Background: an optimization exercise with open tools, aiming at small area and a short achievable clock period. Do not read the settings as production practice. No functional check of the RTL was part of any run shown here. Power and IR drop assume default switching activity.

==> flow/design.v <==
`timescale 1ns / 1ps
module full_adder(
    input a_in,
    input b_in,
    input c_in,
    output sum,
    output carry
    );
    assign sum=a_in^b_in^c_in;
    assign carry=(a_in & b_in)|(b_in & c_in)|(a_in & c_in);
endmodule
`timescale 1ns / 1ps
module genericadder(a_in, b_in, c_in, sum, carry);
    parameter width=24;
    input [width-1:0] a_in, b_in;
    input c_in;
    output [width-1:0] sum;
    output carry;
    wire[width:0] c;
    genvar i;
    assign c[0] = c_in;
    generate
    for(i=0; i<width; i=i+1)
    begin : Adder_gen
    full_adder dut(a_in[i],b_in[i],c[i],sum[i],c[i+1]);
    end
    endgenerate
    assign carry = c[width];
    endmodule
`timescale 1ns / 1ps
module multiplier(a_in, b_in, prod);
    parameter width = 12;
    input [width-1:0] a_in;
    input [width-1:0] b_in;
    output [2*width-1:0] prod;
    assign prod = a_in * b_in;
endmodule
module mac(
     input [11:0] Ain,
     input [11:0] Bin,
     input clk,reset,
     output [24:0] Mac_out
);
    wire [11:0] a = Ain;
    wire [11:0] b = Bin;
    wire pp1;
    wire pp2;
    wire pp3;
    wire pp4;
    wire pp5;
    wire pp6;
    wire pp7;
    wire pp8;
    wire pp9;
    wire pp10;
    wire pp11;
    wire pp12;
    wire pp13;
    wire pp14;
    wire pp15;
    wire pp16;
    wire pp17;
    wire pp18;
    wire pp19;
    wire pp20;
    wire pp21;
    wire pp22;
    wire pp23;
    wire pp24;
    wire pp25;
    wire pp26;
    wire pp27;
    wire pp28;
    wire pp29;
    wire pp30;
    wire pp31;
    wire pp32;
    wire pp33;
    wire pp34;
    wire pp35;
    wire pp36;
    wire pp37;
    wire pp38;
    wire pp39;
    wire pp40;
    wire pp41;
    wire pp42;
    wire pp43;
    wire pp44;
    wire pp45;
    wire pp46;
    wire pp47;
    wire pp48;
    wire pp49;
    wire pp50;
    wire pp51;
    wire pp52;
    wire pp53;
    wire pp54;
    wire pp55;
    wire pp56;
    wire pp57;
    wire pp58;
    wire pp59;
    wire pp60;
    wire pp61;
    wire pp62;
    wire pp63;
    wire pp64;
    wire pp65;
    wire pp66;
    wire pp67;
    wire pp68;
    wire pp69;
    wire pp70;
    wire pp71;
    wire pp72;
    wire pp73;
    wire pp74;
    wire pp75;
    wire pp76;
    wire pp77;
    wire pp78;
    wire pp79;
    wire pp80;
    wire pp81;
    wire pp82;
    wire pp83;
    wire pp84;
    wire pp85;
    wire pp86;
    wire pp87;
    wire pp88;
    wire pp89;
    wire pp90;
    wire pp91;
    wire pp92;
    wire pp93;
    wire pp94;
    wire pp95;
    wire pp96;
    wire pp97;
    wire pp98;
    wire pp99;
    wire pp100;
    wire pp101;
    wire pp102;
    wire pp103;
    wire pp104;
    wire pp105;
    wire pp106;
    wire pp107;
    wire pp108;
    wire pp109;
    wire pp110;
    wire pp111;
    wire pp112;
    wire pp113;
    wire pp114;
    wire pp115;
    wire pp116;
    wire pp117;
    wire pp118;
    wire pp119;
    wire pp120;
    wire pp121;
    wire pp122;
    wire pp123;
    wire pp124;
    wire pp125;
    wire pp126;
    wire pp127;
    wire pp128;
    wire pp129;
    wire pp130;
    wire pp131;
    wire pp132;
    wire pp133;
    wire pp134;
    wire pp135;
    wire pp136;
    wire pp137;
    wire pp138;
    wire pp139;
    wire pp140;
    wire pp141;
    wire pp142;
    wire pp143;
    wire pp144;
    wire s145;
    wire c146;
    wire s147;
    wire c148;
    wire s149;
    wire c150;
    wire s151;
    wire c152;
    wire s153;
    wire c154;
    wire s155;
    wire c156;
    wire s157;
    wire c158;
    wire s159;
    wire c160;
    wire s161;
    wire c162;
    wire s163;
    wire c164;
    wire s165;
    wire c166;
    wire s167;
    wire c168;
    wire s169;
    wire c170;
    wire s171;
    wire c172;
    wire s173;
    wire c174;
    wire s175;
    wire c176;
    wire s177;
    wire c178;
    wire s179;
    wire c180;
    wire s181;
    wire c182;
    wire s183;
    wire c184;
    wire s185;
    wire c186;
    wire s187;
    wire c188;
    wire s189;
    wire c190;
    wire s191;
    wire c192;
    wire s193;
    wire c194;
    wire s195;
    wire c196;
    wire s197;
    wire c198;
    wire s199;
    wire c200;
    wire s201;
    wire c202;
    wire s203;
    wire c204;
    wire s205;
    wire c206;
    wire s207;
    wire c208;
    wire s209;
    wire c210;
    wire s211;
    wire c212;
    wire s213;
    wire c214;
    wire s215;
    wire c216;
    wire s217;
    wire c218;
    wire s219;
    wire c220;
    wire s221;
    wire c222;
    wire s223;
    wire c224;
    wire s225;
    wire c226;
    wire s227;
    wire c228;
    wire s229;
    wire c230;
    wire s231;
    wire c232;
    wire s233;
    wire c234;
    wire s235;
    wire c236;
    wire s237;
    wire c238;
    wire s239;
    wire c240;
    wire s241;
    wire c242;
    wire s243;
    wire c244;
    wire s245;
    wire c246;
    wire s247;
    wire c248;
    wire s249;
    wire c250;
    wire s251;
    wire c252;
    wire s253;
    wire c254;
    wire s255;
    wire c256;
    wire s257;
    wire c258;
    wire s259;
    wire c260;
    wire s261;
    wire c262;
    wire s263;
    wire c264;
    wire s265;
    wire c266;
    wire s267;
    wire c268;
    wire s269;
    wire c270;
    wire s271;
    wire c272;
    wire s273;
    wire c274;
    wire s275;
    wire c276;
    wire s277;
    wire c278;
    wire s279;
    wire c280;
    wire s281;
    wire c282;
    wire s283;
    wire c284;
    wire s285;
    wire c286;
    wire s287;
    wire c288;
    wire s289;
    wire c290;
    wire s291;
    wire c292;
    wire s293;
    wire c294;
    wire s295;
    wire c296;
    wire s297;
    wire c298;
    wire s299;
    wire c300;
    wire s301;
    wire c302;
    wire s303;
    wire c304;
    wire s305;
    wire c306;
    wire s307;
    wire c308;
    wire s309;
    wire c310;
    wire s311;
    wire c312;
    wire s313;
    wire c314;
    wire s315;
    wire c316;
    wire s317;
    wire c318;
    wire s319;
    wire c320;
    wire s321;
    wire c322;
    wire s323;
    wire c324;
    wire s325;
    wire c326;
    wire s327;
    wire c328;
    wire s329;
    wire c330;
    wire s331;
    wire c332;
    wire s333;
    wire c334;
    wire s335;
    wire c336;
    wire s337;
    wire c338;
    wire s339;
    wire c340;
    wire s341;
    wire c342;
    wire s343;
    wire c344;
    wire s345;
    wire c346;
    wire s347;
    wire c348;
    wire s349;
    wire c350;
    wire s351;
    wire c352;
    wire s353;
    wire c354;
    wire s355;
    wire c356;
    wire s357;
    wire c358;
    wire s359;
    wire c360;
    wire s361;
    wire c362;
    wire s363;
    wire c364;
    wire s365;
    wire c366;
    wire s367;
    wire c368;
    wire s369;
    wire c370;
    wire s371;
    wire c372;
    wire s373;
    wire c374;
    wire s375;
    wire c376;
    wire s377;
    wire c378;
    wire s379;
    wire c380;
    wire s381;
    wire c382;
    wire s383;
    wire c384;
    wire s385;
    wire c386;
    wire s387;
    wire c388;
    wire s389;
    wire c390;
    wire s391;
    wire c392;
    wire s393;
    wire c394;
    wire s395;
    wire c396;
    wire s397;
    wire c398;
    wire s399;
    wire c400;
    wire s401;
    wire c402;
    wire s403;
    wire c404;
    wire s405;
    wire c406;
    wire s407;
    wire c408;
    wire s409;
    wire c410;
    wire s411;
    wire c412;
    wire s413;
    wire c414;
    wire s415;
    wire c416;
    wire s417;
    wire c418;
    wire s419;
    wire c420;
    wire s421;
    wire c422;
    wire s423;
    wire c424;
    wire s425;
    wire c426;
    wire s427;
    wire c428;
    wire s429;
    wire c430;
    wire s431;
    wire c432;
    wire s433;
    wire c434;
    wire s435;
    wire c436;
    wire s437;
    wire c438;
    wire s439;
    wire c440;
    wire s441;
    wire c442;
    wire s443;
    wire c444;
    wire s445;
    wire c446;
    wire s447;
    wire c448;
    wire s449;
    wire c450;
    wire s451;
    wire c452;
    wire s453;
    wire c454;
    wire s455;
    wire c456;
    wire s457;
    wire c458;
    wire [24:0] row0, row1;
    reg [24:0] acc_s;
    reg [24:0] acc_c;
    assign pp1 = a[0] & b[0];
    assign pp2 = a[0] & b[1];
    assign pp3 = a[0] & b[2];
    assign pp4 = a[0] & b[3];
    assign pp5 = a[0] & b[4];
    assign pp6 = a[0] & b[5];
    assign pp7 = a[0] & b[6];
    assign pp8 = a[0] & b[7];
    assign pp9 = a[0] & b[8];
    assign pp10 = a[0] & b[9];
    assign pp11 = a[0] & b[10];
    assign pp12 = a[0] & b[11];
    assign pp13 = a[1] & b[0];
    assign pp14 = a[1] & b[1];
    assign pp15 = a[1] & b[2];
    assign pp16 = a[1] & b[3];
    assign pp17 = a[1] & b[4];
    assign pp18 = a[1] & b[5];
    assign pp19 = a[1] & b[6];
    assign pp20 = a[1] & b[7];
    assign pp21 = a[1] & b[8];
    assign pp22 = a[1] & b[9];
    assign pp23 = a[1] & b[10];
    assign pp24 = a[1] & b[11];
    assign pp25 = a[2] & b[0];
    assign pp26 = a[2] & b[1];
    assign pp27 = a[2] & b[2];
    assign pp28 = a[2] & b[3];
    assign pp29 = a[2] & b[4];
    assign pp30 = a[2] & b[5];
    assign pp31 = a[2] & b[6];
    assign pp32 = a[2] & b[7];
    assign pp33 = a[2] & b[8];
    assign pp34 = a[2] & b[9];
    assign pp35 = a[2] & b[10];
    assign pp36 = a[2] & b[11];
    assign pp37 = a[3] & b[0];
    assign pp38 = a[3] & b[1];
    assign pp39 = a[3] & b[2];
    assign pp40 = a[3] & b[3];
    assign pp41 = a[3] & b[4];
    assign pp42 = a[3] & b[5];
    assign pp43 = a[3] & b[6];
    assign pp44 = a[3] & b[7];
    assign pp45 = a[3] & b[8];
    assign pp46 = a[3] & b[9];
    assign pp47 = a[3] & b[10];
    assign pp48 = a[3] & b[11];
    assign pp49 = a[4] & b[0];
    assign pp50 = a[4] & b[1];
    assign pp51 = a[4] & b[2];
    assign pp52 = a[4] & b[3];
    assign pp53 = a[4] & b[4];
    assign pp54 = a[4] & b[5];
    assign pp55 = a[4] & b[6];
    assign pp56 = a[4] & b[7];
    assign pp57 = a[4] & b[8];
    assign pp58 = a[4] & b[9];
    assign pp59 = a[4] & b[10];
    assign pp60 = a[4] & b[11];
    assign pp61 = a[5] & b[0];
    assign pp62 = a[5] & b[1];
    assign pp63 = a[5] & b[2];
    assign pp64 = a[5] & b[3];
    assign pp65 = a[5] & b[4];
    assign pp66 = a[5] & b[5];
    assign pp67 = a[5] & b[6];
    assign pp68 = a[5] & b[7];
    assign pp69 = a[5] & b[8];
    assign pp70 = a[5] & b[9];
    assign pp71 = a[5] & b[10];
    assign pp72 = a[5] & b[11];
    assign pp73 = a[6] & b[0];
    assign pp74 = a[6] & b[1];
    assign pp75 = a[6] & b[2];
    assign pp76 = a[6] & b[3];
    assign pp77 = a[6] & b[4];
    assign pp78 = a[6] & b[5];
    assign pp79 = a[6] & b[6];
    assign pp80 = a[6] & b[7];
    assign pp81 = a[6] & b[8];
    assign pp82 = a[6] & b[9];
    assign pp83 = a[6] & b[10];
    assign pp84 = a[6] & b[11];
    assign pp85 = a[7] & b[0];
    assign pp86 = a[7] & b[1];
    assign pp87 = a[7] & b[2];
    assign pp88 = a[7] & b[3];
    assign pp89 = a[7] & b[4];
    assign pp90 = a[7] & b[5];
    assign pp91 = a[7] & b[6];
    assign pp92 = a[7] & b[7];
    assign pp93 = a[7] & b[8];
    assign pp94 = a[7] & b[9];
    assign pp95 = a[7] & b[10];
    assign pp96 = a[7] & b[11];
    assign pp97 = a[8] & b[0];
    assign pp98 = a[8] & b[1];
    assign pp99 = a[8] & b[2];
    assign pp100 = a[8] & b[3];
    assign pp101 = a[8] & b[4];
    assign pp102 = a[8] & b[5];
    assign pp103 = a[8] & b[6];
    assign pp104 = a[8] & b[7];
    assign pp105 = a[8] & b[8];
    assign pp106 = a[8] & b[9];
    assign pp107 = a[8] & b[10];
    assign pp108 = a[8] & b[11];
    assign pp109 = a[9] & b[0];
    assign pp110 = a[9] & b[1];
    assign pp111 = a[9] & b[2];
    assign pp112 = a[9] & b[3];
    assign pp113 = a[9] & b[4];
    assign pp114 = a[9] & b[5];
    assign pp115 = a[9] & b[6];
    assign pp116 = a[9] & b[7];
    assign pp117 = a[9] & b[8];
    assign pp118 = a[9] & b[9];
    assign pp119 = a[9] & b[10];
    assign pp120 = a[9] & b[11];
    assign pp121 = a[10] & b[0];
    assign pp122 = a[10] & b[1];
    assign pp123 = a[10] & b[2];
    assign pp124 = a[10] & b[3];
    assign pp125 = a[10] & b[4];
    assign pp126 = a[10] & b[5];
    assign pp127 = a[10] & b[6];
    assign pp128 = a[10] & b[7];
    assign pp129 = a[10] & b[8];
    assign pp130 = a[10] & b[9];
    assign pp131 = a[10] & b[10];
    assign pp132 = a[10] & b[11];
    assign pp133 = a[11] & b[0];
    assign pp134 = a[11] & b[1];
    assign pp135 = a[11] & b[2];
    assign pp136 = a[11] & b[3];
    assign pp137 = a[11] & b[4];
    assign pp138 = a[11] & b[5];
    assign pp139 = a[11] & b[6];
    assign pp140 = a[11] & b[7];
    assign pp141 = a[11] & b[8];
    assign pp142 = a[11] & b[9];
    assign pp143 = a[11] & b[10];
    assign pp144 = a[11] & b[11];
    assign s145 = acc_s[11] ^ acc_c[11];
    assign c146 = acc_s[11] & acc_c[11];
    assign s147 = acc_s[12] ^ acc_c[12];
    assign c148 = acc_s[12] & acc_c[12];
    assign s149 = acc_s[7] ^ acc_c[7];
    assign c150 = acc_s[7] & acc_c[7];
    full_adder fa1 (acc_s[8], acc_c[8], pp9, s151, c152);
    assign s153 = pp20 ^ pp31;
    assign c154 = pp20 & pp31;
    full_adder fa2 (acc_s[9], acc_c[9], pp10, s155, c156);
    full_adder fa3 (pp21, pp32, pp43, s157, c158);
    assign s159 = pp54 ^ pp65;
    assign c160 = pp54 & pp65;
    full_adder fa4 (acc_s[10], acc_c[10], pp11, s161, c162);
    full_adder fa5 (pp22, pp33, pp44, s163, c164);
    full_adder fa6 (pp55, pp66, pp77, s165, c166);
    assign s167 = pp88 ^ pp99;
    assign c168 = pp88 & pp99;
    full_adder fa7 (s145, pp12, pp23, s169, c170);
    full_adder fa8 (pp34, pp45, pp56, s171, c172);
    full_adder fa9 (pp67, pp78, pp89, s173, c174);
    full_adder fa10 (pp100, pp111, pp122, s175, c176);
    full_adder fa11 (c146, s147, pp24, s177, c178);
    full_adder fa12 (pp35, pp46, pp57, s179, c180);
    full_adder fa13 (pp68, pp79, pp90, s181, c182);
    full_adder fa14 (pp101, pp112, pp123, s183, c184);
    full_adder fa15 (acc_s[13], acc_c[13], c148, s185, c186);
    full_adder fa16 (pp36, pp47, pp58, s187, c188);
    full_adder fa17 (pp69, pp80, pp91, s189, c190);
    full_adder fa18 (pp102, pp113, pp124, s191, c192);
    full_adder fa19 (acc_s[14], acc_c[14], pp48, s193, c194);
    full_adder fa20 (pp59, pp70, pp81, s195, c196);
    full_adder fa21 (pp92, pp103, pp114, s197, c198);
    full_adder fa22 (acc_s[15], acc_c[15], pp60, s199, c200);
    full_adder fa23 (pp71, pp82, pp93, s201, c202);
    full_adder fa24 (acc_s[16], acc_c[16], pp72, s203, c204);
    assign s205 = acc_s[4] ^ acc_c[4];
    assign c206 = acc_s[4] & acc_c[4];
    full_adder fa25 (acc_s[5], acc_c[5], pp6, s207, c208);
    assign s209 = pp17 ^ pp28;
    assign c210 = pp17 & pp28;
    full_adder fa26 (acc_s[6], acc_c[6], pp7, s211, c212);
    full_adder fa27 (pp18, pp29, pp40, s213, c214);
    assign s215 = pp51 ^ pp62;
    assign c216 = pp51 & pp62;
    full_adder fa28 (s149, pp8, pp19, s217, c218);
    full_adder fa29 (pp30, pp41, pp52, s219, c220);
    full_adder fa30 (pp63, pp74, pp85, s221, c222);
    full_adder fa31 (c150, pp42, pp53, s223, c224);
    full_adder fa32 (pp64, pp75, pp86, s225, c226);
    full_adder fa33 (pp97, s153, s151, s227, c228);
    full_adder fa34 (pp76, pp87, pp98, s229, c230);
    full_adder fa35 (pp109, c154, s159, s231, c232);
    full_adder fa36 (c152, s155, s157, s233, c234);
    full_adder fa37 (pp110, pp121, c160, s235, c236);
    full_adder fa38 (s167, c156, c158, s237, c238);
    full_adder fa39 (s161, s163, s165, s239, c240);
    full_adder fa40 (pp133, c168, c162, s241, c242);
    full_adder fa41 (c164, c166, s169, s243, c244);
    full_adder fa42 (s171, s173, s175, s245, c246);
    full_adder fa43 (pp134, c170, c172, s247, c248);
    full_adder fa44 (c174, c176, s177, s249, c250);
    full_adder fa45 (s179, s181, s183, s251, c252);
    full_adder fa46 (s185, pp135, c178, s253, c254);
    full_adder fa47 (c180, c182, c184, s255, c256);
    full_adder fa48 (s187, s189, s191, s257, c258);
    full_adder fa49 (c186, pp125, pp136, s259, c260);
    full_adder fa50 (c188, c190, c192, s261, c262);
    full_adder fa51 (s193, s195, s197, s263, c264);
    full_adder fa52 (pp104, pp115, pp126, s265, c266);
    full_adder fa53 (pp137, c194, c196, s267, c268);
    full_adder fa54 (c198, s199, s201, s269, c270);
    full_adder fa55 (pp83, pp94, pp105, s271, c272);
    full_adder fa56 (pp116, pp127, pp138, s273, c274);
    full_adder fa57 (c200, c202, s203, s275, c276);
    full_adder fa58 (acc_s[17], acc_c[17], pp84, s277, c278);
    full_adder fa59 (pp95, pp106, pp117, s279, c280);
    full_adder fa60 (pp128, pp139, c204, s281, c282);
    full_adder fa61 (acc_s[18], acc_c[18], pp96, s283, c284);
    full_adder fa62 (pp107, pp118, pp129, s285, c286);
    full_adder fa63 (acc_s[19], acc_c[19], pp108, s287, c288);
    assign s289 = acc_s[2] ^ acc_c[2];
    assign c290 = acc_s[2] & acc_c[2];
    full_adder fa64 (acc_s[3], acc_c[3], pp4, s291, c292);
    assign s293 = pp15 ^ pp26;
    assign c294 = pp15 & pp26;
    full_adder fa65 (s205, pp5, pp16, s295, c296);
    full_adder fa66 (pp27, pp38, pp49, s297, c298);
    full_adder fa67 (c206, pp39, pp50, s299, c300);
    full_adder fa68 (pp61, s209, s207, s301, c302);
    full_adder fa69 (pp73, c210, s215, s303, c304);
    full_adder fa70 (c208, s211, s213, s305, c306);
    full_adder fa71 (c216, c212, c214, s307, c308);
    full_adder fa72 (s217, s219, s221, s309, c310);
    full_adder fa73 (c218, c220, c222, s311, c312);
    full_adder fa74 (s223, s225, s227, s313, c314);
    full_adder fa75 (c224, c226, s229, s315, c316);
    full_adder fa76 (s231, c228, s233, s317, c318);
    full_adder fa77 (c230, c232, s235, s319, c320);
    full_adder fa78 (c234, s237, s239, s321, c322);
    full_adder fa79 (c236, c238, c240, s323, c324);
    full_adder fa80 (s241, s243, s245, s325, c326);
    full_adder fa81 (c242, c244, c246, s327, c328);
    full_adder fa82 (s247, s249, s251, s329, c330);
    full_adder fa83 (c248, c250, c252, s331, c332);
    full_adder fa84 (s253, s255, s257, s333, c334);
    full_adder fa85 (s259, c254, c256, s335, c336);
    full_adder fa86 (c258, s261, s263, s337, c338);
    full_adder fa87 (c260, s265, c262, s339, c340);
    full_adder fa88 (c264, s267, s269, s341, c342);
    full_adder fa89 (c266, s271, s273, s343, c344);
    full_adder fa90 (c268, c270, s275, s345, c346);
    full_adder fa91 (c272, c274, s277, s347, c348);
    full_adder fa92 (s279, c276, s281, s349, c350);
    full_adder fa93 (pp140, c278, c280, s351, c352);
    full_adder fa94 (s283, s285, c282, s353, c354);
    full_adder fa95 (pp119, pp130, pp141, s355, c356);
    full_adder fa96 (c284, c286, s287, s357, c358);
    full_adder fa97 (acc_s[20], acc_c[20], pp120, s359, c360);
    full_adder fa98 (pp131, pp142, c288, s361, c362);
    full_adder fa99 (acc_s[21], acc_c[21], pp132, s363, c364);
    assign s365 = acc_s[1] ^ acc_c[1];
    assign c366 = acc_s[1] & acc_c[1];
    full_adder fa100 (s289, pp3, pp14, s367, c368);
    full_adder fa101 (c290, pp37, s293, s369, c370);
    full_adder fa102 (c294, c292, s295, s371, c372);
    full_adder fa103 (c296, c298, s299, s373, c374);
    full_adder fa104 (c300, s303, c302, s375, c376);
    full_adder fa105 (c304, c306, s307, s377, c378);
    full_adder fa106 (c308, c310, s311, s379, c380);
    full_adder fa107 (c312, s315, c314, s381, c382);
    full_adder fa108 (c316, s319, c318, s383, c384);
    full_adder fa109 (c320, c322, s323, s385, c386);
    full_adder fa110 (c324, c326, s327, s387, c388);
    full_adder fa111 (c328, c330, s331, s389, c390);
    full_adder fa112 (c332, s335, c334, s391, c392);
    full_adder fa113 (c336, s339, c338, s393, c394);
    full_adder fa114 (s343, c340, c342, s395, c396);
    full_adder fa115 (c344, s347, c346, s397, c398);
    full_adder fa116 (c348, s351, c350, s399, c400);
    full_adder fa117 (s355, c352, s357, s401, c402);
    full_adder fa118 (c356, s359, c358, s403, c404);
    full_adder fa119 (pp143, c360, s363, s405, c406);
    full_adder fa120 (acc_s[22], acc_c[22], pp144, s407, c408);
    assign s409 = acc_s[0] ^ acc_c[0];
    assign c410 = acc_s[0] & acc_c[0];
    full_adder fa121 (s365, pp2, pp13, s411, c412);
    full_adder fa122 (c366, pp25, s367, s413, c414);
    full_adder fa123 (c368, s291, s369, s415, c416);
    full_adder fa124 (s297, c370, s371, s417, c418);
    full_adder fa125 (c372, s373, s301, s419, c420);
    full_adder fa126 (c374, s305, s375, s421, c422);
    full_adder fa127 (s309, c376, s377, s423, c424);
    full_adder fa128 (c378, s379, s313, s425, c426);
    full_adder fa129 (c380, s317, s381, s427, c428);
    full_adder fa130 (s321, c382, s383, s429, c430);
    full_adder fa131 (s325, c384, s385, s431, c432);
    full_adder fa132 (s329, c386, s387, s433, c434);
    full_adder fa133 (s333, c388, s389, s435, c436);
    full_adder fa134 (s337, c390, s391, s437, c438);
    full_adder fa135 (s341, c392, s393, s439, c440);
    full_adder fa136 (s345, c394, s395, s441, c442);
    full_adder fa137 (s349, c396, s397, s443, c444);
    full_adder fa138 (s353, c398, s399, s445, c446);
    full_adder fa139 (c354, s401, c400, s447, c448);
    full_adder fa140 (s361, c402, s403, s449, c450);
    full_adder fa141 (c362, s405, c404, s451, c452);
    full_adder fa142 (c364, s407, c406, s453, c454);
    full_adder fa143 (acc_s[23], acc_c[23], c408, s455, c456);
    assign s457 = acc_s[24] ^ acc_c[24];
    assign c458 = acc_s[24] & acc_c[24];
    assign row0 = {s457, s455, s453, c450, s449, c446, c444, c442, c440, c438, c436, c434, c432, c430, c428, c426, c424, c422, c420, c418, c416, c414, c412, c410, s409};
    assign row1 = {c456, c454, c452, s451, c448, s447, s445, s443, s441, s439, s437, s435, s433, s431, s429, s427, s425, s423, s421, s419, s417, s415, s413, s411, pp1};
    always @(posedge clk)
        if (reset) begin
            acc_s <= 25'd0;
            acc_c <= 25'd0;
        end else begin
            acc_s <= row0;
            acc_c <= row1;
        end
    assign Mac_out = acc_s + acc_c;
endmodule
==> flow/run.sh <==
#!/bin/bash
# synth_recipe.tcl (not shown) runs the flow's synth.tcl, then flattens the netlist and writes it again
# the make line also repeats each setting of config.mk as NAME=value (left out here)
make -C /OpenROAD-flow-scripts/flow DESIGN_CONFIG=/design/flow/config.mk WORK_HOME=/design/flow/orfs CLKGATE_MAP_FILE= SYNTH_SCRIPT=/design/flow/synth_recipe.tcl finish
==> flow/config.mk <==
export PLATFORM = sky130hd
export DESIGN_NAME = mac
export DESIGN_NICKNAME = mac
export VERILOG_FILES = /design/flow/design.v
export SDC_FILE = /design/flow/constraint.sdc
export NUM_CORES = 4
export LEC_CHECK = 0
export CAP_MARGIN = 20
export CORE_MARGIN = 2
export CORE_UTILIZATION = 40
export SLEW_MARGIN = 20
==> flow/constraint.sdc <==
create_clock -name core_clock -period 12.5 [get_ports {clk}]
set_input_delay 2.5000 -clock core_clock [delete_from_list [all_inputs] [get_ports {clk}]]
set_output_delay 2.5000 -clock core_clock [all_outputs]
set_load 0.01 [all_outputs]
==> results of run 1 <==
[metrics by stage]
stage / setup WS (ns) / power (mW)
2_1_floorplan: 6.96 / 1.11
3_3_place_gp: 6.15 / 1.47
3_5_place_dp: 6.13 / 1.49
4_1_cts: 6.44 / 1.68
5_1_grt: 6.28 / 1.87
6_report: 6.46 / 1.65
[final timing paths]
path / slack (ns) / cells after the start / endpoint
setup reg to reg: 8.93 / 11 / acc_c[12]
hold / removal: 0.58 / 2 / acc_s[24]
setup / recovery: 6.46 / 10 / acc_c[11]
hold reg to reg: 0.58 / 2 / acc_s[24]
[critical path: stages]
cell             delay (ns)
clkdlybuf4s50_1        0.71
and2_1                 0.34
fa_1                   0.48
fa_1                   0.52
inv_1                  0.05
fa_1                   0.41
fa_1                   0.56
inv_1                  0.06
fa_1                   0.41
nor2b_1                0.14
[where the power goes]
group	leakage [nW]	internal (mW)	total, mW	switching (mW)
registers	0.413	0.220	0.255	0.0345
logic	3.20	0.576	1.21	0.636
clock network	0.0971	0.120	0.183	0.0628
total	3.71	0.916	1.65	0.733
[layout by cell type, fill, tap and decap left out, types with 10 or more instances in the layout]
cell,instances
inv_1,164
fa_1,143
nand2_1,101
and2_1,55
dfxtp_1,50
clkdlybuf4s50_1,49
nor2b_1,46
ha_1,31
a21oi_1,20
nor2_1,15
xnor2_1,11
xor2_1,11
o21ai_0,10
a21o_1,10
nand3_1,10
[sequential cells by signal, summed over array words and instances, names as in the netlist]
name	flops
acc_c	25
acc_s	25
[metal layers]
| layer | vias to the layer above | share of wire |
|---|---|---|
| met4 | 0 | 0.012 |
| met3 | 11 | 0.048 |
| met2 | 108 | 0.47 |
| met1 | 2436 | 0.47 |
| li1 | 2330 | - |
| met5 | - | 0 |
[cell type report]
class | count | area [um^2]
Clock buffer | 6 | 139
Multi-Input combinational cell | 519 | 5250
Tap cell | 225 | 282
Timing Repair Buffer | 50 | 495
Inverter | 164 | 616
Clock inverter | 2 | 60.1
Sequential cell | 50 | 1000
Fill cell | 1734 | 9390
[cell families (layout without fill, tap and decap cells)]
| family | count (synthesis) | after routing | share of synthesized area |
|---|---|---|---|
| compound gates | 72 | 72 | 0.0729 |
| xor+xnor | 22 | 22 | 0.0275 |
| fa+ha+maj | 174 | 174 | 0.463 |
| buf+inv | 201 | 222 | 0.109 |
| mux | 2 | 2 | 0.00303 |
| flops | 50 | 50 | 0.143 |
| simple gates | 249 | 249 | 0.182 |
==> impl_results.md, run 1 <==
- Status: timing/DRC/antenna clean
- Crit. Startpoint: Bin[9]
- Cell area power density: 210 nW/um^2
- EDFF count, synth: 0
- Hold Path Class: reg2reg
- Setup TNS: 0 ns
- Initial core utilization: 0.407
- Clk Tree Root Cell: clkbuf_16
- Dpl cells: 1008
- DR pass1 iterations: 4
- Synth warnings: 1
- I/O Pins: 51
- Worst slew margin: 0.366
- CTS sink count: 50
- Routed len/inst: 16.0 um
- Final Cycle Share: 0.484
- GRT Util Overall: 0.191
- Worst Path Required: 12.65 ns
- Leakage power: 3.71 nW
- Final setup violation count: 0
- Critical setup path kind: in2reg
- Fin crit period: 6.04 ns
- CTS H-tree depth: 2
- GRT met1 Usage: 0.269
- Fin cells: 1016
- Gpl congestion: 0.826
- Layout Area Growth over Synthesis: 11.8%
- First-pass GRT wire length: 27.5 mm
- Hold wc startpoint: acc_s[24]
- Largest net degree at the start of global routing: 51
- Max_cap viols: 0
- CP arrival: 6.19 ns
- Worst-path fanout max: 12
- Busiest grt layer: met2
- Max-slew violations: 0
- Die area: 18600 um^2
- Vias in the first global route: 5263
- CP Launch Type: input port
- Syn Inst Count: 770
- Register area share after synthesis: 0.143
- Reg-to-Reg Start: acc_s[11]
- Post-CTS setup buffer count: 0
- Clk pin slew, worst setup/hold paths: 0.07 ns
- Clock latency on the worst-skew pair: 0.29 ns
- PortBufs: 50
- Crit. End Element: flop
- Final WL: 16.2 mm
- FP Rows: 48
- CTS Buffer Depth: 2
- Post-Syn Area: 7020 um^2
- M2 GR Usage: 0.315
- Hpwl dp: 13.3 mm
- RSZ-0062 raised after global routing: false
- Most frequent cell after synthesis: inv_1
- Chip height: 136 um
- Total global routing overflow: 0
- #FFs+latches synth: 50
- Cell variety after synth: 50
- Endpoints failing hold: 0
- Share of cells above drive strength 1: 0.0291
- Post-layout util: 0.455
- Post-route cell area: 7850 um^2
- Core area: 17200 um^2
- VDD IR max: 0.0869 mV
- M3 GR Usage: 0.0246
- Hold buffers post-CTS: 0
- Number of CTS-inserted buffers: 5
- WHS: 0.576 ns
- Residual DRC count: 0
- Antenna-violating nets left: 0
- Ys flop type: dfxtp_1
- Asr flop ratio synth: 0
- Layout Nets: 990
- Top area cells in the synthesized netlist: fa_1 41%, dfxtp_1 14%, inv_1 8.8%
- Syn Area/Cell: 9.11 um^2
- Post-cts sizing count: 0
- Diode count: 0
- Yosys top cell by area: fa_1
- Tightest Pin Transition: 0.952 ns
- CTS tree: done
- Upper clock frequency limit: 165 MHz
- Via count: 4885
- Syn_nets: 970
- DP Area: 7650 um^2
- Synth cell count leaders: 164 x inv_1, 143 x fa_1, 101 x nand2_1
- Initial antenna violation count: 0
- Die W: 136 um
- Detailed Route Iter0 Violations: 244
- Vias per std cell: 4.81
- Synth top area share: 0.408
- Max Clock Skew: 0.00394 ns
==> run 2: changes to the inputs <==
--- a/flow/config.mk
+++ b/flow/config.mk
@@ -10,2 +10,3 @@
 export CORE_UTILIZATION = 40
 export SLEW_MARGIN = 20
+export SYNTH_HIERARCHICAL = 1
==> impl_results.md, run 2 <==
- CTS Buffer Depth: 2
- M2 GR Usage: 0.363
- Diode count: 0
- CTS sink count: 50
- Asr flop ratio synth: 0
- Gpl congestion: 0.837
- Hold Path Class: reg2reg
- Final setup violation count: 0
- Hpwl dp: 12.8 mm
- Setup ws final: 6.31 ns
- Vias per std cell: 5.18
- First-pass GRT wire length: 27.6 mm
- Register area share after synthesis: 0.153
- Endpoint, Worst Hold: acc_s[24]
- Fin cells: 832
- Synth cell count leaders: 144 x fa_1, 143 x and2_1, 51 x nor2b_1
- Dpl cells: 824
- Residual DRC count: 0
- Cell variety after synth: 42
- DR pass1 iterations: 4
- Syn Inst Count: 597
- Share of cells above drive strength 1: 0.0325
- Syn Area/Cell: 11.0 um^2
- Worst slew margin: 0.323
- CP Launch Type: input port
- PortBufs: 50
- Flop2flop setup slack: 8.93 ns
- Synth warnings: 7
- Setup TNS: 0 ns
- Final Cycle Share: 0.495
- CP arrival: 6.33 ns
- Commonest non-fill, non-tap cell in the layout: fa_1
- VDD IR max: 0.135 mV
- CTS tree: done
- Worst r2r dst: acc_c[13]
- Ys flop type: dfxtp_1
- Clock latency on the worst-skew pair: 0.29 ns
- Via count: 4310
- Initial core utilization: 0.410
- Power share of the combinational group: 0.727
- Upper clock frequency limit: 162 MHz
- Hold wc startpoint: acc_c[24]
- Endpoints failing hold: 0
- Yosys top cell by area: fa_1
- Worst hold stages: 2
- Chip height: 132 um
- Syn_nets: 797
- Total global routing overflow: 0
- Routed len/inst: 19.8 um
- Post-Syn Area: 6540 um^2
- Die area: 17400 um^2
- #FFs+latches synth: 50
- Most frequent cell after synthesis: fa_1
- CTS H-tree depth: 2
- Post-CTS setup buffer count: 0
- Largest net degree at the start of global routing: 51
- FP Rows: 46
- Fin crit period: 6.19 ns
- EDFF count, synth: 0
- Biggest registers after layout: acc_c (25), acc_s (25)
- Post-route cell area: 7360 um^2
- Initial antenna violation count: 0
- Status: timing/DRC/antenna clean
- Die W: 132 um
- Max Clock Skew: 0.00382 ns
- Post-cts sizing count: 0
- Crit. End Element: flop
- Layout Area Growth over Synthesis: 12.4%
- Reg-to-Reg Start: acc_s[12]
- Hold buffers post-CTS: 0
- Max-slew violations: 0
- Core area: 15900 um^2
- DP Area: 7160 um^2
- Cells on worst reg2reg path: 7
- GRT met1 Usage: 0.269
- Vias in the first global route: 5013
- Busiest grt layer: met2
- Psw: 0.690 mW
- Detailed Route Iter0 Violations: 204
- I/O Pins: 51
- Number of CTS-inserted buffers: 5
- Place WS: 5.98 ns
- M3 GR Usage: 0.0285
- Pint: 0.947 mW
- Synth top area share: 0.441
- Clock Power Share: 0.113
- Top area cells in the synthesized netlist: fa_1 44%, dfxtp_1 15%, and2_1 14%
- Max_cap viols: 0
- Cell area power density: 222 nW/um^2
- Clk Tree Root Cell: clkbuf_16
- Most frequent cells in the layout: 144 x fa_1, 143 x and2_1, 51 x nor2b_1, 50 x dfxtp_1, 49 x clkdlybuf4s50_1
- Final WL: 16.5 mm
- Sequential Power Share: 0.159
- Critical setup path kind: in2reg
- Antenna-violating nets left: 0
- GRT Util Overall: 0.205
- Layout Nets: 815
- Clk pin slew, worst setup/hold paths: 0.07 ns
- Tightest Pin Transition: 1.02 ns
- RSZ-0062 raised after global routing: false
- Sw Ratio: 0.421
- Worst-path fanout max: 12
- Leakage power: 3.24 nW
- Worst Path Required: 12.64 ns
- Crit. Startpoint: Ain[2]
- Total Power: 1.64 mW
## run 2: cell types whose count changed after synthesis, moves of 3 or more
cell / change
buf_2: -4
xnor2_1: +3
nand3_1: -5
inv_1: -160
nand2_1: -88
nor2_1: -7
xor2_1: -3
and2_1: +88
clkbuf_1: +6
o21ai_0: -3
a31o_2: -3
nor2b_1: +5
## run 2: logic make-up (layout without fill, tap and decap cells)
logic type / count (synthesis) / count (layout) / share of synthesized area
compound gates: 72 / 72 / 0.0773
flops: 50 / 50 / 0.153
xor+xnor: 22 / 22 / 0.0295
fa+ha+maj: 174 / 174 / 0.498
buf+inv: 43 / 62 / 0.0252
simple gates: 236 / 236 / 0.217
## run 2: worst max-delay path by stage
stage	slack [ns]	to
2_1_floorplan	7.00	acc_c[17]
3_3_place_gp	6.04	acc_c[10]
3_5_place_dp	5.98	acc_c[10]
4_1_cts	6.29	acc_c[10]
5_1_grt	6.20	acc_c[10]
6_report	6.31	acc_c[10]
## run 2: critical path, cell delays in order
cell and delay [ns]:
clkdlybuf4s50_1 0.76, and2_1 0.36, fa_1 0.49, fa_1 0.54, fa_1 0.47, fa_1 0.54, fa_1 0.52, nor2b_1 0.15
## run 2: cell type report
| class | count | area, um^2 |
|---|---|---|
| Clock buffer | 6 | 139 |
| Tap cell | 216 | 270 |
| Sequential cell | 50 | 1000 |
| Multi-Input combinational cell | 504 | 5380 |
| Clock inverter | 2 | 60.1 |
| Fill cell | 1512 | 8590 |
| Inverter | 4 | 15.0 |
| Timing Repair Buffer | 50 | 495 |
## run 2: Yosys stat by module, one instance, submodules excluded
module,cell area (um^2),cells inside,flip-flops and latches
full_adder,20.0,1,0
mac,3680,454,50
## run 2: routing by layer
layer | part of all wire | routed length (um)
met1 | 0.43 | 7160
met2 | 0.52 | 8580
met3 | 0.031 | 508
met4 | 0.013 | 217
met5 | 0 | 0
## run 2: metrics by stage
stage           util  hold WS (ns)
2_1_floorplan      -         0.545
3_3_place_gp   0.449         0.555
3_5_place_dp   0.449         0.578
4_1_cts        0.461         0.592
5_1_grt        0.461         0.600
6_report       0.461         0.587
## run 2: power groups by stage
stage / combinational, mW / sequential [mW] / clock (mW)
6_report: 1.19 / 0.261 / 0.185
3_5_place_dp: 1.21 / 0.265 / 0
5_1_grt: 1.36 / 0.268 / 0.194
4_1_cts: 1.22 / 0.263 / 0.189
2_1_floorplan: 0.836 / 0.250 / 0
3_3_place_gp: 1.19 / 0.266 / 0
==> run 3: changes to the inputs <==
--- a/flow/design.v
+++ b/flow/design.v
@@ -505,166 +505,166 @@
     reg [24:0] acc_s;
     reg [24:0] acc_c;
-    assign pp1 = a[0] & b[0];
-    assign pp2 = a[0] & b[1];
-    assign pp3 = a[0] & b[2];
-    assign pp4 = a[0] & b[3];
-    assign pp5 = a[0] & b[4];
-    assign pp6 = a[0] & b[5];
-    assign pp7 = a[0] & b[6];
-    assign pp8 = a[0] & b[7];
-    assign pp9 = a[0] & b[8];
-    assign pp10 = a[0] & b[9];
-    assign pp11 = a[0] & b[10];
-    assign pp12 = a[0] & b[11];
-    assign pp13 = a[1] & b[0];
-    assign pp14 = a[1] & b[1];
-    assign pp15 = a[1] & b[2];
-    assign pp16 = a[1] & b[3];
-    assign pp17 = a[1] & b[4];
-    assign pp18 = a[1] & b[5];
-    assign pp19 = a[1] & b[6];
-    assign pp20 = a[1] & b[7];
-    assign pp21 = a[1] & b[8];
-    assign pp22 = a[1] & b[9];
-    assign pp23 = a[1] & b[10];
-    assign pp24 = a[1] & b[11];
-    assign pp25 = a[2] & b[0];
-    assign pp26 = a[2] & b[1];
-    assign pp27 = a[2] & b[2];
-    assign pp28 = a[2] & b[3];
-    assign pp29 = a[2] & b[4];
-    assign pp30 = a[2] & b[5];
-    assign pp31 = a[2] & b[6];
-    assign pp32 = a[2] & b[7];
-    assign pp33 = a[2] & b[8];
-    assign pp34 = a[2] & b[9];
-    assign pp35 = a[2] & b[10];
-    assign pp36 = a[2] & b[11];
-    assign pp37 = a[3] & b[0];
-    assign pp38 = a[3] & b[1];
-    assign pp39 = a[3] & b[2];
-    assign pp40 = a[3] & b[3];
-    assign pp41 = a[3] & b[4];
-    assign pp42 = a[3] & b[5];
-    assign pp43 = a[3] & b[6];
-    assign pp44 = a[3] & b[7];
-    assign pp45 = a[3] & b[8];
-    assign pp46 = a[3] & b[9];
-    assign pp47 = a[3] & b[10];
-    assign pp48 = a[3] & b[11];
-    assign pp49 = a[4] & b[0];
-    assign pp50 = a[4] & b[1];
-    assign pp51 = a[4] & b[2];
-    assign pp52 = a[4] & b[3];
-    assign pp53 = a[4] & b[4];
-    assign pp54 = a[4] & b[5];
-    assign pp55 = a[4] & b[6];
-    assign pp56 = a[4] & b[7];
-    assign pp57 = a[4] & b[8];
-    assign pp58 = a[4] & b[9];
-    assign pp59 = a[4] & b[10];
-    assign pp60 = a[4] & b[11];
-    assign pp61 = a[5] & b[0];
-    assign pp62 = a[5] & b[1];
-    assign pp63 = a[5] & b[2];
-    assign pp64 = a[5] & b[3];
-    assign pp65 = a[5] & b[4];
-    assign pp66 = a[5] & b[5];
-    assign pp67 = a[5] & b[6];
-    assign pp68 = a[5] & b[7];
-    assign pp69 = a[5] & b[8];
-    assign pp70 = a[5] & b[9];
-    assign pp71 = a[5] & b[10];
-    assign pp72 = a[5] & b[11];
-    assign pp73 = a[6] & b[0];
-    assign pp74 = a[6] & b[1];
-    assign pp75 = a[6] & b[2];
-    assign pp76 = a[6] & b[3];
-    assign pp77 = a[6] & b[4];
-    assign pp78 = a[6] & b[5];
-    assign pp79 = a[6] & b[6];
-    assign pp80 = a[6] & b[7];
-    assign pp81 = a[6] & b[8];
-    assign pp82 = a[6] & b[9];
-    assign pp83 = a[6] & b[10];
-    assign pp84 = a[6] & b[11];
-    assign pp85 = a[7] & b[0];
-    assign pp86 = a[7] & b[1];
-    assign pp87 = a[7] & b[2];
-    assign pp88 = a[7] & b[3];
-    assign pp89 = a[7] & b[4];
-    assign pp90 = a[7] & b[5];
-    assign pp91 = a[7] & b[6];
-    assign pp92 = a[7] & b[7];
-    assign pp93 = a[7] & b[8];
-    assign pp94 = a[7] & b[9];
-    assign pp95 = a[7] & b[10];
-    assign pp96 = a[7] & b[11];
-    assign pp97 = a[8] & b[0];
-    assign pp98 = a[8] & b[1];
-    assign pp99 = a[8] & b[2];
-    assign pp100 = a[8] & b[3];
-    assign pp101 = a[8] & b[4];
-    assign pp102 = a[8] & b[5];
-    assign pp103 = a[8] & b[6];
-    assign pp104 = a[8] & b[7];
-    assign pp105 = a[8] & b[8];
-    assign pp106 = a[8] & b[9];
-    assign pp107 = a[8] & b[10];
-    assign pp108 = a[8] & b[11];
-    assign pp109 = a[9] & b[0];
-    assign pp110 = a[9] & b[1];
-    assign pp111 = a[9] & b[2];
-    assign pp112 = a[9] & b[3];
-    assign pp113 = a[9] & b[4];
-    assign pp114 = a[9] & b[5];
-    assign pp115 = a[9] & b[6];
-    assign pp116 = a[9] & b[7];
-    assign pp117 = a[9] & b[8];
-    assign pp118 = a[9] & b[9];
-    assign pp119 = a[9] & b[10];
-    assign pp120 = a[9] & b[11];
-    assign pp121 = a[10] & b[0];
-    assign pp122 = a[10] & b[1];
-    assign pp123 = a[10] & b[2];
-    assign pp124 = a[10] & b[3];
-    assign pp125 = a[10] & b[4];
-    assign pp126 = a[10] & b[5];
-    assign pp127 = a[10] & b[6];
-    assign pp128 = a[10] & b[7];
-    assign pp129 = a[10] & b[8];
-    assign pp130 = a[10] & b[9];
-    assign pp131 = a[10] & b[10];
-    assign pp132 = a[10] & b[11];
-    assign pp133 = a[11] & b[0];
-    assign pp134 = a[11] & b[1];
-    assign pp135 = a[11] & b[2];
-    assign pp136 = a[11] & b[3];
-    assign pp137 = a[11] & b[4];
-    assign pp138 = a[11] & b[5];
-    assign pp139 = a[11] & b[6];
-    assign pp140 = a[11] & b[7];
-    assign pp141 = a[11] & b[8];
-    assign pp142 = a[11] & b[9];
-    assign pp143 = a[11] & b[10];
-    assign pp144 = a[11] & b[11];
-    assign s145 = acc_s[11] ^ acc_c[11];
-    assign c146 = acc_s[11] & acc_c[11];
-    assign s147 = acc_s[12] ^ acc_c[12];
-    assign c148 = acc_s[12] & acc_c[12];
-    assign s149 = acc_s[7] ^ acc_c[7];
-    assign c150 = acc_s[7] & acc_c[7];
+    assign pp1 = ~(a[0] & b[0]);
+    assign pp2 = ~(a[0] & b[1]);
+    assign pp3 = ~(a[0] & b[2]);
+    assign pp4 = ~(a[0] & b[3]);
+    assign pp5 = ~(a[0] & b[4]);
+    assign pp6 = ~(a[0] & b[5]);
+    assign pp7 = ~(a[0] & b[6]);
+    assign pp8 = ~(a[0] & b[7]);
+    assign pp9 = ~(a[0] & b[8]);
+    assign pp10 = ~(a[0] & b[9]);
+    assign pp11 = ~(a[0] & b[10]);
+    assign pp12 = ~(a[0] & b[11]);
+    assign pp13 = ~(a[1] & b[0]);
+    assign pp14 = ~(a[1] & b[1]);
+    assign pp15 = ~(a[1] & b[2]);
+    assign pp16 = ~(a[1] & b[3]);
+    assign pp17 = ~(a[1] & b[4]);
+    assign pp18 = ~(a[1] & b[5]);
+    assign pp19 = ~(a[1] & b[6]);
+    assign pp20 = ~(a[1] & b[7]);
+    assign pp21 = ~(a[1] & b[8]);
+    assign pp22 = ~(a[1] & b[9]);
+    assign pp23 = ~(a[1] & b[10]);
+    assign pp24 = ~(a[1] & b[11]);
+    assign pp25 = ~(a[2] & b[0]);
+    assign pp26 = ~(a[2] & b[1]);
+    assign pp27 = ~(a[2] & b[2]);
+    assign pp28 = ~(a[2] & b[3]);
+    assign pp29 = ~(a[2] & b[4]);
+    assign pp30 = ~(a[2] & b[5]);
+    assign pp31 = ~(a[2] & b[6]);
+    assign pp32 = ~(a[2] & b[7]);
+    assign pp33 = ~(a[2] & b[8]);
+    assign pp34 = ~(a[2] & b[9]);
+    assign pp35 = ~(a[2] & b[10]);
+    assign pp36 = ~(a[2] & b[11]);
+    assign pp37 = ~(a[3] & b[0]);
+    assign pp38 = ~(a[3] & b[1]);
+    assign pp39 = ~(a[3] & b[2]);
+    assign pp40 = ~(a[3] & b[3]);
+    assign pp41 = ~(a[3] & b[4]);
+    assign pp42 = ~(a[3] & b[5]);
+    assign pp43 = ~(a[3] & b[6]);
+    assign pp44 = ~(a[3] & b[7]);
+    assign pp45 = ~(a[3] & b[8]);
+    assign pp46 = ~(a[3] & b[9]);
+    assign pp47 = ~(a[3] & b[10]);
+    assign pp48 = ~(a[3] & b[11]);
+    assign pp49 = ~(a[4] & b[0]);
+    assign pp50 = ~(a[4] & b[1]);
+    assign pp51 = ~(a[4] & b[2]);
+    assign pp52 = ~(a[4] & b[3]);
+    assign pp53 = ~(a[4] & b[4]);
+    assign pp54 = ~(a[4] & b[5]);
+    assign pp55 = ~(a[4] & b[6]);
+    assign pp56 = ~(a[4] & b[7]);
+    assign pp57 = ~(a[4] & b[8]);
+    assign pp58 = ~(a[4] & b[9]);
+    assign pp59 = ~(a[4] & b[10]);
+    assign pp60 = ~(a[4] & b[11]);
+    assign pp61 = ~(a[5] & b[0]);
+    assign pp62 = ~(a[5] & b[1]);
+    assign pp63 = ~(a[5] & b[2]);
+    assign pp64 = ~(a[5] & b[3]);
+    assign pp65 = ~(a[5] & b[4]);
+    assign pp66 = ~(a[5] & b[5]);
+    assign pp67 = ~(a[5] & b[6]);
+    assign pp68 = ~(a[5] & b[7]);
+    assign pp69 = ~(a[5] & b[8]);
+    assign pp70 = ~(a[5] & b[9]);
+    assign pp71 = ~(a[5] & b[10]);
+    assign pp72 = ~(a[5] & b[11]);
+    assign pp73 = ~(a[6] & b[0]);
+    assign pp74 = ~(a[6] & b[1]);
+    assign pp75 = ~(a[6] & b[2]);
+    assign pp76 = ~(a[6] & b[3]);
+    assign pp77 = ~(a[6] & b[4]);
+    assign pp78 = ~(a[6] & b[5]);
+    assign pp79 = ~(a[6] & b[6]);
+    assign pp80 = ~(a[6] & b[7]);
+    assign pp81 = ~(a[6] & b[8]);
+    assign pp82 = ~(a[6] & b[9]);
+    assign pp83 = ~(a[6] & b[10]);
+    assign pp84 = ~(a[6] & b[11]);
+    assign pp85 = ~(a[7] & b[0]);
+    assign pp86 = ~(a[7] & b[1]);
+    assign pp87 = ~(a[7] & b[2]);
+    assign pp88 = ~(a[7] & b[3]);
+    assign pp89 = ~(a[7] & b[4]);
+    assign pp90 = ~(a[7] & b[5]);
+    assign pp91 = ~(a[7] & b[6]);
+    assign pp92 = ~(a[7] & b[7]);
+    assign pp93 = ~(a[7] & b[8]);
+    assign pp94 = ~(a[7] & b[9]);
+    assign pp95 = ~(a[7] & b[10]);
+    assign pp96 = ~(a[7] & b[11]);
+    assign pp97 = ~(a[8] & b[0]);
+    assign pp98 = ~(a[8] & b[1]);
+    assign pp99 = ~(a[8] & b[2]);
+    assign pp100 = ~(a[8] & b[3]);
+    assign pp101 = ~(a[8] & b[4]);
+    assign pp102 = ~(a[8] & b[5]);
+    assign pp103 = ~(a[8] & b[6]);
+    assign pp104 = ~(a[8] & b[7]);
+    assign pp105 = ~(a[8] & b[8]);
+    assign pp106 = ~(a[8] & b[9]);
+    assign pp107 = ~(a[8] & b[10]);
+    assign pp108 = ~(a[8] & b[11]);
+    assign pp109 = ~(a[9] & b[0]);
+    assign pp110 = ~(a[9] & b[1]);
+    assign pp111 = ~(a[9] & b[2]);
+    assign pp112 = ~(a[9] & b[3]);
+    assign pp113 = ~(a[9] & b[4]);
+    assign pp114 = ~(a[9] & b[5]);
+    assign pp115 = ~(a[9] & b[6]);
+    assign pp116 = ~(a[9] & b[7]);
+    assign pp117 = ~(a[9] & b[8]);
+    assign pp118 = ~(a[9] & b[9]);
+    assign pp119 = ~(a[9] & b[10]);
+    assign pp120 = ~(a[9] & b[11]);
+    assign pp121 = ~(a[10] & b[0]);
+    assign pp122 = ~(a[10] & b[1]);
+    assign pp123 = ~(a[10] & b[2]);
+    assign pp124 = ~(a[10] & b[3]);
+    assign pp125 = ~(a[10] & b[4]);
+    assign pp126 = ~(a[10] & b[5]);
+    assign pp127 = ~(a[10] & b[6]);
+    assign pp128 = ~(a[10] & b[7]);
+    assign pp129 = ~(a[10] & b[8]);
+    assign pp130 = ~(a[10] & b[9]);
+    assign pp131 = ~(a[10] & b[10]);
+    assign pp132 = ~(a[10] & b[11]);
+    assign pp133 = ~(a[11] & b[0]);
+    assign pp134 = ~(a[11] & b[1]);
+    assign pp135 = ~(a[11] & b[2]);
+    assign pp136 = ~(a[11] & b[3]);
+    assign pp137 = ~(a[11] & b[4]);
+    assign pp138 = ~(a[11] & b[5]);
+    assign pp139 = ~(a[11] & b[6]);
+    assign pp140 = ~(a[11] & b[7]);
+    assign pp141 = ~(a[11] & b[8]);
+    assign pp142 = ~(a[11] & b[9]);
+    assign pp143 = ~(a[11] & b[10]);
+    assign pp144 = ~(a[11] & b[11]);
+    assign s145 = ~(acc_s[11] ^ acc_c[11]);
+    assign c146 = acc_s[11] | acc_c[11];
+    assign s147 = ~(acc_s[12] ^ acc_c[12]);
+    assign c148 = acc_s[12] | acc_c[12];
+    assign s149 = ~(acc_s[7] ^ acc_c[7]);
+    assign c150 = acc_s[7] | acc_c[7];
     full_adder fa1 (acc_s[8], acc_c[8], pp9, s151, c152);
-    assign s153 = pp20 ^ pp31;
-    assign c154 = pp20 & pp31;
+    assign s153 = ~(pp20 ^ pp31);
+    assign c154 = pp20 | pp31;
     full_adder fa2 (acc_s[9], acc_c[9], pp10, s155, c156);
     full_adder fa3 (pp21, pp32, pp43, s157, c158);
-    assign s159 = pp54 ^ pp65;
-    assign c160 = pp54 & pp65;
+    assign s159 = ~(pp54 ^ pp65);
+    assign c160 = pp54 | pp65;
     full_adder fa4 (acc_s[10], acc_c[10], pp11, s161, c162);
     full_adder fa5 (pp22, pp33, pp44, s163, c164);
     full_adder fa6 (pp55, pp66, pp77, s165, c166);
-    assign s167 = pp88 ^ pp99;
-    assign c168 = pp88 & pp99;
+    assign s167 = ~(pp88 ^ pp99);
+    assign c168 = pp88 | pp99;
     full_adder fa7 (s145, pp12, pp23, s169, c170);
     full_adder fa8 (pp34, pp45, pp56, s171, c172);
@@ -685,13 +685,13 @@
     full_adder fa23 (pp71, pp82, pp93, s201, c202);
     full_adder fa24 (acc_s[16], acc_c[16], pp72, s203, c204);
-    assign s205 = acc_s[4] ^ acc_c[4];
-    assign c206 = acc_s[4] & acc_c[4];
+    assign s205 = ~(acc_s[4] ^ acc_c[4]);
+    assign c206 = acc_s[4] | acc_c[4];
     full_adder fa25 (acc_s[5], acc_c[5], pp6, s207, c208);
-    assign s209 = pp17 ^ pp28;
-    assign c210 = pp17 & pp28;
+    assign s209 = ~(pp17 ^ pp28);
+    assign c210 = pp17 | pp28;
     full_adder fa26 (acc_s[6], acc_c[6], pp7, s211, c212);
     full_adder fa27 (pp18, pp29, pp40, s213, c214);
-    assign s215 = pp51 ^ pp62;
-    assign c216 = pp51 & pp62;
+    assign s215 = ~(pp51 ^ pp62);
+    assign c216 = pp51 | pp62;
     full_adder fa28 (s149, pp8, pp19, s217, c218);
     full_adder fa29 (pp30, pp41, pp52, s219, c220);
@@ -730,9 +730,9 @@
     full_adder fa62 (pp107, pp118, pp129, s285, c286);
     full_adder fa63 (acc_s[19], acc_c[19], pp108, s287, c288);
-    assign s289 = acc_s[2] ^ acc_c[2];
-    assign c290 = acc_s[2] & acc_c[2];
+    assign s289 = ~(acc_s[2] ^ acc_c[2]);
+    assign c290 = acc_s[2] | acc_c[2];
     full_adder fa64 (acc_s[3], acc_c[3], pp4, s291, c292);
-    assign s293 = pp15 ^ pp26;
-    assign c294 = pp15 & pp26;
+    assign s293 = ~(pp15 ^ pp26);
+    assign c294 = pp15 | pp26;
     full_adder fa65 (s205, pp5, pp16, s295, c296);
     full_adder fa66 (pp27, pp38, pp49, s297, c298);
@@ -770,6 +770,6 @@
     full_adder fa98 (pp131, pp142, c288, s361, c362);
     full_adder fa99 (acc_s[21], acc_c[21], pp132, s363, c364);
-    assign s365 = acc_s[1] ^ acc_c[1];
-    assign c366 = acc_s[1] & acc_c[1];
+    assign s365 = ~(acc_s[1] ^ acc_c[1]);
+    assign c366 = acc_s[1] | acc_c[1];
     full_adder fa100 (s289, pp3, pp14, s367, c368);
     full_adder fa101 (c290, pp37, s293, s369, c370);
@@ -793,6 +793,6 @@
     full_adder fa119 (pp143, c360, s363, s405, c406);
     full_adder fa120 (acc_s[22], acc_c[22], pp144, s407, c408);
-    assign s409 = acc_s[0] ^ acc_c[0];
-    assign c410 = acc_s[0] & acc_c[0];
+    assign s409 = ~(acc_s[0] ^ acc_c[0]);
+    assign c410 = acc_s[0] | acc_c[0];
     full_adder fa121 (s365, pp2, pp13, s411, c412);
     full_adder fa122 (c366, pp25, s367, s413, c414);
@@ -818,16 +818,16 @@
     full_adder fa142 (c364, s407, c406, s453, c454);
     full_adder fa143 (acc_s[23], acc_c[23], c408, s455, c456);
-    assign s457 = acc_s[24] ^ acc_c[24];
-    assign c458 = acc_s[24] & acc_c[24];
+    assign s457 = ~(acc_s[24] ^ acc_c[24]);
+    assign c458 = acc_s[24] | acc_c[24];
     assign row0 = {s457, s455, s453, c450, s449, c446, c444, c442, c440, c438, c436, c434, c432, c430, c428, c426, c424, c422, c420, c418, c416, c414, c412, c410, s409};
     assign row1 = {c456, c454, c452, s451, c448, s447, s445, s443, s441, s439, s437, s435, s433, s431, s429, s427, s425, s423, s421, s419, s417, s415, s413, s411, pp1};
     always @(posedge clk)
         if (reset) begin
-            acc_s <= 25'd0;
-            acc_c <= 25'd0;
+            acc_s <= {25{1'b1}};
+            acc_c <= {25{1'b1}};
         end else begin
             acc_s <= row0;
             acc_c <= row1;
         end
-    assign Mac_out = acc_s + acc_c;
+    assign Mac_out = (~acc_s) + (~acc_c);
 endmodule
==> impl_results.md, run 3 <==
- Most frequent cell after synthesis: nand2_1
- Residual DRC count: 0
- CTS H-tree depth: 2
- Sequential Power Share: 0.158
- Crit. End Element: flop
- Pint: 0.910 mW
- Vias per std cell: 5.10
- Sw Ratio: 0.437
- Final WL: 16.2 mm
- Worst r2r dst: acc_c[12]
- GRT Util Overall: 0.204
- Total global routing overflow: 0
- Hpwl dp: 12.9 mm
- Synth top area share: 0.445
- Hold wc startpoint: acc_s[24]
- Power share of the combinational group: 0.742
- Worst hold stages: 2
- Asr flop ratio synth: 0
- Antenna-violating nets left: 0
- CP max stage cell: clkdlybuf4s50_1
- CP bufs+invs: 1
- CTS tree: done
- Post-Synth Simple-Gate Area: 0.177
- Largest net degree at the start of global routing: 51
- Setup TNS: 0 ns
- Cell variety after synth: 44
- Tightest Pin Transition: 0.778 ns
- Share of cells above drive strength 1: 0.0908
- Via count: 4640
- Vias in the first global route: 5322
- Initial core utilization: 0.409
- Most common cell type on the critical path: fa_1
- Top area cells in the synthesized netlist: fa_1 45%, dfxtp_1 15%, nand2_1 8.5%
- Clk Tree Root Cell: clkbuf_16
- Die W: 131 um
- Fin crit period: 6.31 ns
- Adder-cell share of the synthesized area: 0.503
- CTS Buffer Depth: 2
- Post-layout util: 0.460
- Final setup violation count: 0
- Crit. Startpoint: Ain[3]
- First-pass GRT wire length: 27.8 mm
- Reg-to-Reg Start: acc_s[11]
- Post-CTS setup buffer count: 0
- Largest family of logic cells by synthesized area: adder cells
- Setup ws final: 6.19 ns
- Status: timing/DRC/antenna clean
- I/O Pins: 51
- Cell area power density: 222 nW/um^2
- Chip height: 131 um
- Hold buffers post-CTS: 0
- Post-Syn Area: 6470 um^2
- Syn Area/Cell: 9.65 um^2
- Initial antenna violation count: 0
- Syn Inst Count: 671
- Ys flop type: dfxtp_1
- Die area: 17200 um^2
- Compound-cell area share of the yosys netlist: 0.0663
- Upper clock frequency limit: 158 MHz
- RSZ-0062 raised after global routing: false
- Final Cycle Share: 0.505
- Core area: 15800 um^2
- Total Power: 1.61 mW
- CP max stage delay: 0.93 ns
- Worst slew margin: 0.481
- Post-cts sizing count: 0
- Clock Power Share: 0.100
- Endpoint, Worst Hold: acc_s[24]
- Endpoints failing hold: 0
- Flop2flop setup slack: 8.74 ns
- PortBufs: 50
- Critical setup path kind: in2reg
- Detailed Route Iter0 Violations: 284
- Gpl congestion: 0.861
- CTS sink count: 50
- Worst path top cell family by delay: adder cells
- Synth cell count leaders: 147 x nand2_1, 144 x fa_1, 81 x inv_1
- Hold Path Class: reg2reg
- Synth warnings: 7
- Register area share after synthesis: 0.155
- Cell Chain, Critical Path: clkdlybuf4s50_1, nand2_1, fa_1, fa_1, fa_1, fa_1, fa_1, or2_2
- Max Clock Skew: 0.00524 ns
- Worst Path Required: 12.69 ns
- Layout Area Growth over Synthesis: 12.4%
- Biggest registers after layout: acc_c (25), acc_s (25)
- Commonest non-fill, non-tap cell in the layout: nand2_1
- FP Rows: 46
- Number of CTS-inserted buffers: 5
- XOR/XNOR Fraction of Synth Area: 0.0311
- Post-synthesis mux area share: 0
- CP Launch Type: input port
- Max-slew violations: 0
- Routed len/inst: 17.9 um
- Max_cap viols: 0
- Worst-path fanout max: 12
- DR pass1 iterations: 4
- Yosys top cell by area: fa_1
- Layout Nets: 893
- Leakage power: 2.98 nW
- Most frequent cells in the layout: 147 x nand2_1, 144 x fa_1, 81 x inv_1, 50 x dfxtp_1, 49 x clkdlybuf4s50_1
- Syn_nets: 871
- VDD IR max: 0.115 mV
- EDFF count, synth: 0
- CP arrival: 6.50 ns
- Psw: 0.705 mW
- Clock latency on the worst-skew pair: 0.30 ns
- Cells on worst reg2reg path: 9
- #FFs+latches synth: 50
- Place WS: 5.89 ns
- Diode count: 0
- Clk pin slew, worst setup/hold paths: 0.07 ns
## run 3: worst max-delay path by stage
stage / slack, ns / cells past startpoint / endpoint
5_1_grt: 6.05 / 8 / acc_c[10]
4_1_cts: 6.19 / 8 / acc_c[10]
6_report: 6.19 / 8 / acc_c[10]
3_3_place_gp: 5.90 / 8 / acc_c[10]
2_1_floorplan: 6.80 / 8 / acc_c[14]
3_5_place_dp: 5.89 / 8 / acc_c[10]
## run 3: cell families after synthesis
group                    count (synthesis)
AO/OA/AOI/OAI                           63
XOR/XNOR                                23
adder cells (fa/ha/maj)                174
buffers and inverters                  116
flip-flops                              50
AND/OR/NAND/NOR                        245
## run 3: power by group through the flow
stage                     registers, mW  logic, mW  clock network [mW]
after floorplan                   0.249      0.824                   0
after global placement            0.260       1.18                   0
after detailed placement          0.259       1.20                   0
after CTS                         0.257       1.22               0.166
after global routing              0.263       1.39               0.173
final                             0.255       1.20               0.162
## run 3: cell type report
cell class,count,area (um^2)
repair buffers,50,495
well taps,216,270
flip-flops and latches,50,1000
clock buffers,5,125
clock inverters,3,45.0
fillers,1524,8550
multi-input cells,505,5040
inverters,81,304
## run 3: per-module statistics from Yosys, one instance, submodules excluded
module      copies in the design  cells inside  cell area [um^2]  flip-flops and latches
mac                            1           528              3610                      50
full_adder                   143             1              20.0                       0
## run 3: worst register-to-register path, stage by stage, from the launching register on
cell,delay (ns)
dfxtp_1,0.32
inv_1,0.04
ha_1,0.39
inv_1,0.12
fa_1,0.49
fa_1,0.47
fa_1,0.51
fa_1,0.53
fa_1,0.49
or2_2,0.29
## run 3: per-layer routing
metal,vias to the layer above,track usage,part of all wire
met1,2378,0.260,0.42
met4,0,0.0628,0.029
li1,2097,-,-
met5,-,0,0
met2,133,0.352,0.50
met3,32,0.0409,0.052
## run 3: stage by stage
step	hold WS, ns	std cells	cell area (um^2)
5_1_grt	0.541	910	7280
4_1_cts	0.515	910	7280
3_3_place_gp	0.483	902	7110
6_report	0.506	910	7280
2_1_floorplan	0.468	671	6470
3_5_place_dp	0.493	902	7110

==> afterwards: timing with drivers on the ports <==
Ports are ideal in the flow. The routed layouts listed here were re-timed in OpenROAD. Step 1 sets driving cells, clkbuf_16 on the clock port and buf_2 on the other inputs (assumed; they add their load-dependent delay and slew). Step 2 also shifts input and output timing later by t, the mid clock arrival at the registers, as if the neighbouring blocks saw the same clock. a / b / c = no drivers / after step 1 / after step 2; a / b = the first two.
run	t (ns)	setup WS [ns]	latest minus earliest clock arrival (ns)
run 1	0.330	6.456 / 6.464 / 6.134	0.006 / 0.006
run 2	0.329	6.311 / 6.319 / 5.990	0.005 / 0.006
run 3	0.337	6.189 / 6.202 / 5.866	0.005 / 0.005
After both steps setup and hold are still met in every run listed. The setup slack of run 3, which loses most, moves by +0.013 ns with the drivers and by -0.323 ns with both steps.
